This is an optimization exercise on Yosys and OpenROAD, whose aim is small area, not a production implementation. Function was checked by simulation only, so behaviour that the tests miss may differ from the original.

==> v20: inputs <==
Design rgb2ycrcb, start of the top module:
module rgb2ycrcb(clk, rst, r, g, b, y, cr, cb);
	input        clk;
	input        rst;
	input  [9:0] r, g, b;
	output reg [9:0] y, cr, cb;
	reg [31:0] pa;
	reg [39:0] pb;
	reg rst1, rst2;
	wire kill = rst | rst1 | rst2;
	wire g1;
	assign g1 = r[0] & ~g[0];
	wire g2;
	gx2 ug2 (.a(r[0]), .b(g[0]), .y(g2));
	wire i3;
	assign i3 = ~g[1];
	wire s4;
	wire c5;
	fa us4 (.a(r[1]), .b(i3), .c(g1), .s(s4), .co(c5));
	wire i6;
	assign i6 = ~g[2];
	wire s7;
	wire c8;
	fa us7 (.a(r[2]), .b(i6), .c(c5), .s(s7), .co(c8));
	wire i9;
	assign i9 = ~g[3];
	wire s10;
	wire c11;
	fa us10 (.a(r[3]), .b(i9), .c(c8), .s(s10), .co(c11));
	wire i12;
	assign i12 = ~g[4];
	wire s13;
	wire c14;
	fa us13 (.a(r[4]), .b(i12), .c(c11), .s(s13), .co(c14));
	wire i15;
	assign i15 = ~g[5];
	wire s16;
	wire c17;
	fa us16 (.a(r[5]), .b(i15), .c(c14), .s(s16), .co(c17));
	wire i18;
	assign i18 = ~g[6];
	wire s19;
	wire c20;
	fa us19 (.a(r[6]), .b(i18), .c(c17), .s(s19), .co(c20));
	wire i21;
	assign i21 = ~g[7];
	wire s22;
	wire c23;
	fa us22 (.a(r[7]), .b(i21), .c(c20), .s(s22), .co(c23));
	wire i24;
	assign i24 = ~g[8];
	wire s25;
	wire c26;
	fa us25 (.a(r[8]), .b(i24), .c(c23), .s(s25), .co(c26));
	wire i27;
	assign i27 = ~g[9];
	wire s28;
	wire c29;
	fa us28 (.a(r[9]), .b(i27), .c(c26), .s(s28), .co(c29));
	wire g30;
	assign g30 = b[0] & ~g[0];
	wire g31;
	gx2 ug31 (.a(b[0]), .b(g[0]), .y(g31));
	wire s32;
	wire c33;
  ...
clock: 6.0 ns
lec_check: 0
cap_margin: 20
core_margin: 2
core_utilization: 65
cts_buf_list: sky130_fd_sc_hd__clkbuf_8
slew_margin: 20
synth_hierarchical: 1
synth_minimum_keep_size: 0
standard.sh (not shown) runs the stock make flow with config.mk's settings and CLKGATE_MAP_FILE= SYNTH_SCRIPT=/design/flow/synth_recipe.tcl, a recipe that flattens the netlist after the stock synthesis.
==> flow/flow/run.sh <==
#!/bin/bash
# Standard ORFS layout; the only change is the cell used for the port buffers.
set -euo pipefail
bash standard.sh "BUFFER_PORTS_ARGS=-buffer_cell sky130_fd_sc_hd__buf_1" finish > make_finish.log 2>&1
==> v4 (differences from v20) <==
Settings changed: CORE_UTILIZATION 65 to 40, CTS_BUF_LIST sky130_fd_sc_hd__clkbuf_8 to not set.
==> v14 (differences from v20) <==
==> flow/flow/run.sh (replaced) <==
#!/bin/bash
# Standard ORFS layout with two changes: small port buffers, and a clock tree of small
# buffers without dummy loads.
set -euo pipefail
bash standard.sh \
  "BUFFER_PORTS_ARGS=-buffer_cell sky130_fd_sc_hd__buf_1" \
  "CTS_ARGS=-sink_clustering_enable -repair_clock_nets -root_buf sky130_fd_sc_hd__clkbuf_8 -buf_list sky130_fd_sc_hd__clkbuf_4 -sink_clustering_size 7 -sink_clustering_max_diameter 40 -dont_use_dummy_load" \
  finish > make_finish.log 2>&1
Settings changed: CORE_UTILIZATION 65 to 70, CTS_BUF_LIST sky130_fd_sc_hd__clkbuf_8 to not set.
==> v10 (differences from v20) <==
==> flow/run.sh (new file) <==
#!/bin/bash
# synth_recipe.tcl (not shown) runs the flow's synth.tcl, then flattens the netlist and writes it again
# the make line also repeats each setting of config.mk as NAME=value (left out here)
make -C /OpenROAD-flow-scripts/flow DESIGN_CONFIG=/design/flow/config.mk WORK_HOME=/design/flow/orfs CLKGATE_MAP_FILE= SYNTH_SCRIPT=/design/flow/synth_recipe.tcl finish
Settings changed: CORE_UTILIZATION 65 to 40, CTS_BUF_LIST sky130_fd_sc_hd__clkbuf_8 to not set.
removed: flow/flow/run.sh
removed: flow/standard.sh
==> comparison <==
Of v20 and v4, v20 has the higher register-to-register slack (gap 0.05 ns).
Final area: v10 > v4 > v20 > v14.
Against v20, the first-iteration DRC count of v4 is larger by 17%.
Between v4 and v10, the lower maximum frequency is in v10 (gap 1.1%, measured against v10).
Synthesized cell count is the same in v10 and v20.
Of v10 and v20, v20 has the higher critical path depth (gap 2).
The lowest routed wire length belongs to v14, the highest to v4.

* * *

==> onyx <==
rgb2ycrcb, a different RTL version from the one above (not shown whole).
export LEC_CHECK = 0
export CAP_MARGIN = 20
export CORE_MARGIN = 2
export CORE_UTILIZATION = 75
export GPL_TIMING_DRIVEN = 0
export SLEW_MARGIN = 20
export SYNTH_HIERARCHICAL = 1
export SYNTH_MINIMUM_KEEP_SIZE = 0
create_clock -name core_clock -period 6.0 [get_ports {clk}]
==> flow/flow/run.sh <==
#!/bin/bash
# Standard ORFS layout with two changes: small port buffers, and a clock tree of small
# buffers without dummy loads.
set -euo pipefail
bash standard.sh \
  "BUFFER_PORTS_ARGS=-buffer_cell sky130_fd_sc_hd__buf_1" \
  "CTS_ARGS=-sink_clustering_enable -repair_clock_nets -buf_list sky130_fd_sc_hd__clkbuf_8 -sink_clustering_size 30 -sink_clustering_max_diameter 200 -sink_clustering_levels 1 -dont_use_dummy_load" \
  finish > make_finish.log 2>&1
==> inputs of sierra, as changes to onyx <==
==> flow/flow/run.sh (replaced) <==
#!/bin/bash
# Standard ORFS layout with two changes: small port buffers, and a clock tree of small
# buffers without dummy loads.
set -euo pipefail
bash standard.sh \
  "BUFFER_PORTS_ARGS=-buffer_cell sky130_fd_sc_hd__buf_1" \
  "CTS_ARGS=-sink_clustering_enable -repair_clock_nets -buf_list sky130_fd_sc_hd__clkbuf_16 -dont_use_dummy_load" \
  finish > make_finish.log 2>&1
==> summary.txt <==
Clock latency on the worst-skew pair -> 0.37 ns
First-pass GRT wire length -> 17300 µm
Total track usage -> 28.6%
WHS Endpoint -> pb[6]
Outcome -> timing/DRC/antenna clean
Final Instance Area -> 6320 µm²
Worst-path clk slew -> 0.11 ns
-- figures above: onyx

==> summary.txt <==
Outcome -> timing/DRC/antenna clean
Total track usage -> 31.1%
Worst-path clk slew -> 0.06 ns
WHS Endpoint -> rst2
-- figures above: sierra


* * *

==> try-xenon <==
Another version of the RTL of rgb2ycrcb (not shown whole).
export LEC_CHECK = 0
export CAP_MARGIN = 20
export CORE_MARGIN = 2
export CORE_UTILIZATION = 82
export GPL_TIMING_DRIVEN = 0
export SLEW_MARGIN = 20
export SYNTH_HIERARCHICAL = 1
export SYNTH_MINIMUM_KEEP_SIZE = 0
create_clock -name core_clock -period 6.0 [get_ports {clk}]
==> flow/flow/run.sh <==
#!/bin/bash
# Standard ORFS layout with two changes: small port buffers, and a clock tree of small
# buffers without dummy loads.
set -euo pipefail
bash standard.sh \
  "BUFFER_PORTS_ARGS=-buffer_cell sky130_fd_sc_hd__buf_1" \
  "CTS_ARGS=-sink_clustering_enable -repair_clock_nets -buf_list sky130_fd_sc_hd__clkbuf_8 -dont_use_dummy_load" \
  finish > make_finish.log 2>&1
==> try-juniper (differences from try-xenon) <==
==> flow/flow/run.sh (replaced) <==
#!/bin/bash
# Standard ORFS layout with two changes: small port buffers, and a clock tree of small
# buffers without dummy loads.
set -euo pipefail
bash standard.sh \
  "BUFFER_PORTS_ARGS=-buffer_cell sky130_fd_sc_hd__buf_1" \
  "CTS_ARGS=-sink_clustering_enable -repair_clock_nets -root_buf sky130_fd_sc_hd__clkbuf_8 -buf_list sky130_fd_sc_hd__clkbuf_4 -sink_clustering_size 6 -sink_clustering_max_diameter 25 -sink_clustering_levels 1 -dont_use_dummy_load" \
  finish > make_finish.log 2>&1
CORE_UTILIZATION = 75   (was 82)
==> try-harbor (differences from try-xenon) <==
CORE_UTILIZATION = 70   (was 82)
GPL_TIMING_DRIVEN = unset   (was 0)
==> qor summary <==
|  | try-xenon | try-juniper | try-harbor |
|---|---|---|---|
| Result of the run | finished clean | finished clean | finished clean |
| Final core utilization | 0.910 | 0.845 | 0.775 |
| Vias post-DR | 3764 | 3420 | 3407 |
| Slowest-stage cell, CP | fa_1 | fa_1 | dfxtp_1 |
| Initial DRT Pass Iterations | 5 | 4 | 4 |
| Post-CTS resize count | 2 | 3 | 0 |
| Clk slew on worst S/H paths | 0.10 ns | 0.10 ns | 0.09 ns |
| Number of global-route vias before repair | 4552 | 3981 | 3795 |
| Placed Instance Area | 6470 µm² | 6470 µm² | 6540 µm² |
| Cell count after placement | 605 | 608 | 620 |
| Non-clock buffer share | 0.0364 | 0.0364 | 0.0457 |
| Time the worst path needs with I/O delays and setup | 5.76 ns | 5.71 ns | 5.64 ns |
| Final std cells w/o fill | 612 | 615 | 629 |
| FILL cells | 252 | 378 | 579 |
| Met1 GRT Util | 0.432 | 0.380 | 0.316 |

* * *

==> inputs of build 50 <==
Another version of the RTL of rgb2ycrcb (not shown whole).
export LEC_CHECK = 0
export CAP_MARGIN = 20
export CORE_MARGIN = 2
export CORE_UTILIZATION = 75
export GPL_TIMING_DRIVEN = 1
export SLEW_MARGIN = 20
export SYNTH_HIERARCHICAL = 1
export SYNTH_MINIMUM_KEEP_SIZE = 0
create_clock -name core_clock -period 6.0 [get_ports {clk}]
==> flow/flow/run.sh <==
#!/bin/bash
# Standard ORFS layout with two changes: small port buffers, and a clock tree of small
# buffers without dummy loads.
set -euo pipefail
bash standard.sh \
  "BUFFER_PORTS_ARGS=-buffer_cell sky130_fd_sc_hd__buf_1" \
  "CTS_ARGS=-sink_clustering_enable -repair_clock_nets -buf_list sky130_fd_sc_hd__clkbuf_8 -dont_use_dummy_load" \
  finish > make_finish.log 2>&1
==> inputs of trial 95, as changes to build 50 <==
Settings changed: CORE_UTILIZATION 75 to 80, GPL_TIMING_DRIVEN 1 to 0.
==> inputs of build 22, as changes to build 50 <==
Settings changed: ABC_CLOCK_PERIOD_IN_PS set to 20000, GPL_TIMING_DRIVEN 1 to 0.
==> parameters.txt <==
Parameter                              Value

Run status
  Status  timing/DRC/antenna clean

Route
  Met3 wire len    920 um

Timing
  Worst Skew    37.6 ps
  PnR worst setup slack    204 ps

Clock network
  # resized after CTS    2

Placement
  GPL Wtd Cong    slightly below 1
The numbers above come from trial 95.

==> parameters.txt <==
Parameter                              Value

Timing
  Worst Skew    33.1 ps
  PnR worst setup slack    103 ps

Run status
  Status  timing/DRC/antenna clean

Placement
  GPL Wtd Cong    about 0.98

Clock network
  # resized after CTS    1
The numbers above come from build 22.

==> parameters.txt <==
Parameter                              Value

Timing
  Worst Skew    33.3 ps

Run status
  Status  timing/DRC/antenna clean

Placement
  GPL Wtd Cong    0.937

Clock network
  # resized after CTS    0
The numbers above come from build 50.


* * *

==> trial 45: inputs <==
RTL: one of the versions met above, not the one the previous note started from.
Settings: LEC_CHECK=0, CAP_MARGIN=20, CORE_MARGIN=2, CORE_UTILIZATION=75, GPL_TIMING_DRIVEN=0, SLEW_MARGIN=20, SYNTH_HIERARCHICAL=1, SYNTH_MINIMUM_KEEP_SIZE=0; clock period 6.0 ns.
Scripts as last shown in full above: flow/flow/run.sh
==> inputs of trial 53, as changes to trial 45 <==
==> flow/flow/run.sh (replaced) <==
#!/bin/bash
# Standard ORFS layout with two changes: small port buffers, and a clock tree of small
# buffers without dummy loads.
set -euo pipefail
bash standard.sh \
  "BUFFER_PORTS_ARGS=-buffer_cell sky130_fd_sc_hd__buf_1" \
  "CTS_ARGS=-sink_clustering_enable -repair_clock_nets -buf_list {sky130_fd_sc_hd__clkbuf_4 sky130_fd_sc_hd__clkbuf_8} -dont_use_dummy_load" \
  finish > make_finish.log 2>&1
==> comparison table <==
| metric | trial 45 | trial 53 |
|---|---|---|
| Clock transition at the registers of the reported paths | 110 ps | 110 ps |
| # H-tree levels | 3 | 3 |
| Inserted Clock Buffers | 9 | 9 |
| Top-count cell post-synth | sky130_fd_sc_hd__fa_1 | sky130_fd_sc_hd__fa_1 |
| Pre-CTS WS | 299.6 ps | 299.6 ps |
| Run status | timing/DRC/antenna clean | timing/DRC/antenna clean |
| Met3 Routed Length | 429 µm | 429 µm |
| Initial Util | 76.41% | 76.41% |
| Met2 demand-to-capacity share in global routing | 52.27% | 52.27% |
| Vertical die dimension | 92.27 µm | 92.27 µm |
| Initial DRC count | 116 | 116 |
| Routed wire length | 10400 µm | 10400 µm |
| Number of placed instances with taps included | 588 | 588 |
| Critical register-to-register path endpoint | pb[32] | pb[32] |
| Setup violators final | 0 | 0 |
| Buffer share of cell area | 3.801% | 3.801% |
| Top sig layer | met4 | met4 |
| Tapcells | 102 | 102 |
| EDFF count, synth | 0 | 0 |
| Worst clock skew | 45.63 ps | 45.63 ps |
| Layout multi-input combinational cell count | 275 | 275 |

* * *

==> branch willow: inputs <==
rgb2ycrcb with an RTL version that a note above also has.
==> flow/config.mk <==
export PLATFORM = sky130hd
export DESIGN_NAME = rgb2ycrcb
export DESIGN_NICKNAME = rgb2ycrcb
export VERILOG_FILES = /design/flow/design.v
export SDC_FILE = /design/flow/constraint.sdc
export NUM_CORES = 4
export LEC_CHECK = 0
export CAP_MARGIN = 20
export CORE_MARGIN = 2
export CORE_UTILIZATION = 70
export GPL_TIMING_DRIVEN = 0
export SLEW_MARGIN = 20
export SYNTH_HIERARCHICAL = 1
export SYNTH_MINIMUM_KEEP_SIZE = 0
==> flow/constraint.sdc <==
create_clock -name core_clock -period 6.0 [get_ports {clk}]
set_input_delay 1.2000 -clock core_clock [delete_from_list [all_inputs] [get_ports {clk}]]
set_output_delay 1.2000 -clock core_clock [all_outputs]
set_load 0.01 [all_outputs]
==> flow/flow/run.sh <==
#!/bin/bash
# Standard ORFS layout with two changes: small port buffers, and a clock tree of small
# buffers without dummy loads.
set -euo pipefail
bash standard.sh \
  "BUFFER_PORTS_ARGS=-buffer_cell sky130_fd_sc_hd__buf_1" \
  "CTS_ARGS=-sink_clustering_enable -repair_clock_nets -buf_list sky130_fd_sc_hd__clkbuf_8 -dont_use_dummy_load" \
  finish > make_finish.log 2>&1
==> branch ember (differences from branch willow) <==
CORE_UTILIZATION = 75   (was 70)
==> qor summary <==
Status: branch willow finished clean; branch ember finished clean
Wire length of the first global-routing pass: branch willow 17.57 mm; branch ember 19.27 mm
Post-layout minimum cycle time: branch willow 5.719 ns; branch ember 5.712 ns
WL met3: branch willow 426 microns; branch ember 744 microns
Seq/total area: branch willow 29.19%; branch ember 29.23%
Routed length per instance: branch willow 16.62 microns; branch ember 18.78 microns
Worst setup startpoint: branch willow pb[2]$_DFF_P_; branch ember pb[8]$_DFF_P_
Worst hold margin: branch willow 0.3311 ns; branch ember 0.3334 ns
Peak fanout along the critical path: branch willow 10; branch ember 9
Fraction of layout cells with a size suffix above 1: branch willow 3.891%; branch ember 4.094%
Slew at the pin closest to its max-slew limit: branch willow 0.7905 ns; branch ember 0.8401 ns
R2r worst-path depth: branch willow 18; branch ember 17
Met2 wire length: branch willow 5.375 mm; branch ember 6.173 mm
Die boundary width: branch willow 97.49 microns; branch ember 94.32 microns
Worst setup timing slack at the placement stage: branch willow 0.004871 ns; branch ember -0.09022 ns
Met2 global-route usage: branch willow 41.96%; branch ember 51.85%
Fin crit share: branch willow 95.31%; branch ember 95.21%
Arrival time reported for the critical path endpoint: branch willow 5.92 ns; branch ember 5.94 ns
Critical path's largest stage delay: branch willow 0.54 ns; branch ember 0.53 ns
Achievable clock frequency: branch willow 0.1749 GHz; branch ember 0.1751 GHz

-- re-timing with driven ports --
The flow's constraints put no driver on any port. The routed layouts listed below were extracted and timed again, unchanged, in two steps. Step 1 (the two cells are an assumption about what drives the block):
set clk [get_ports {clk}]
set_driving_cell -lib_cell sky130_fd_sc_hd__clkbuf_16 $clk
set_driving_cell -lib_cell sky130_fd_sc_hd__buf_2 [delete_from_list [all_inputs] $clk]
Step 2 times the ports against the registers' clock, not the clock port: input delays grow and output delays shrink by t, the midpoint of the rising clock arrivals with the driver on. Slacks: ideal ports / drivers / drivers and shift; pairs: ideal ports / drivers.
run | t, ns | slack for setup (ns) | worst setup path after step 2 | pins driven straight from the clock port
v20 | 0.389 | 0.898 / 0.898 / 0.785 | input to register | 1
v4 | 0.384 | 0.844 / 0.844 / 0.735 | input to register | 1
v14 | 0.386 | 0.854 / 0.854 / 0.750 | input to register | 1
v10 | 0.388 | 0.788 / 0.809 / 0.421 | input to register | 1
onyx | 0.384 | 0.217 / 0.217 / 0.217 | register to register | 1
sierra | 0.367 | 0.228 / 0.228 / 0.228 | register to register | 1
try-xenon | 0.387 | 0.240 / 0.240 / 0.240 | register to register | 1
try-juniper | 0.387 | 0.288 / 0.288 / 0.288 | register to register | 1
try-harbor | 0.389 | 0.363 / 0.363 / 0.363 | register to register | 1
build 50 | 0.380 | 0.205 / 0.205 / 0.205 | register to register | 1
trial 95 | 0.385 | 0.204 / 0.204 / 0.204 | register to register | 1
build 22 | 0.380 | 0.103 / 0.103 / 0.103 | register to register | 1
trial 45 | 0.384 | 0.217 / 0.217 / 0.217 | register to register | 1
trial 53 | 0.384 | 0.217 / 0.217 / 0.217 | register to register | 1
branch willow | 0.374 | 0.281 / 0.281 / 0.281 | register to register | 1
branch ember | 0.387 | 0.288 / 0.288 / 0.288 | register to register | 1
After both steps every run listed still meets setup and hold. The setup slack of v10, which loses most, moves by +0.021 ns with the drivers and by -0.367 ns with both steps.
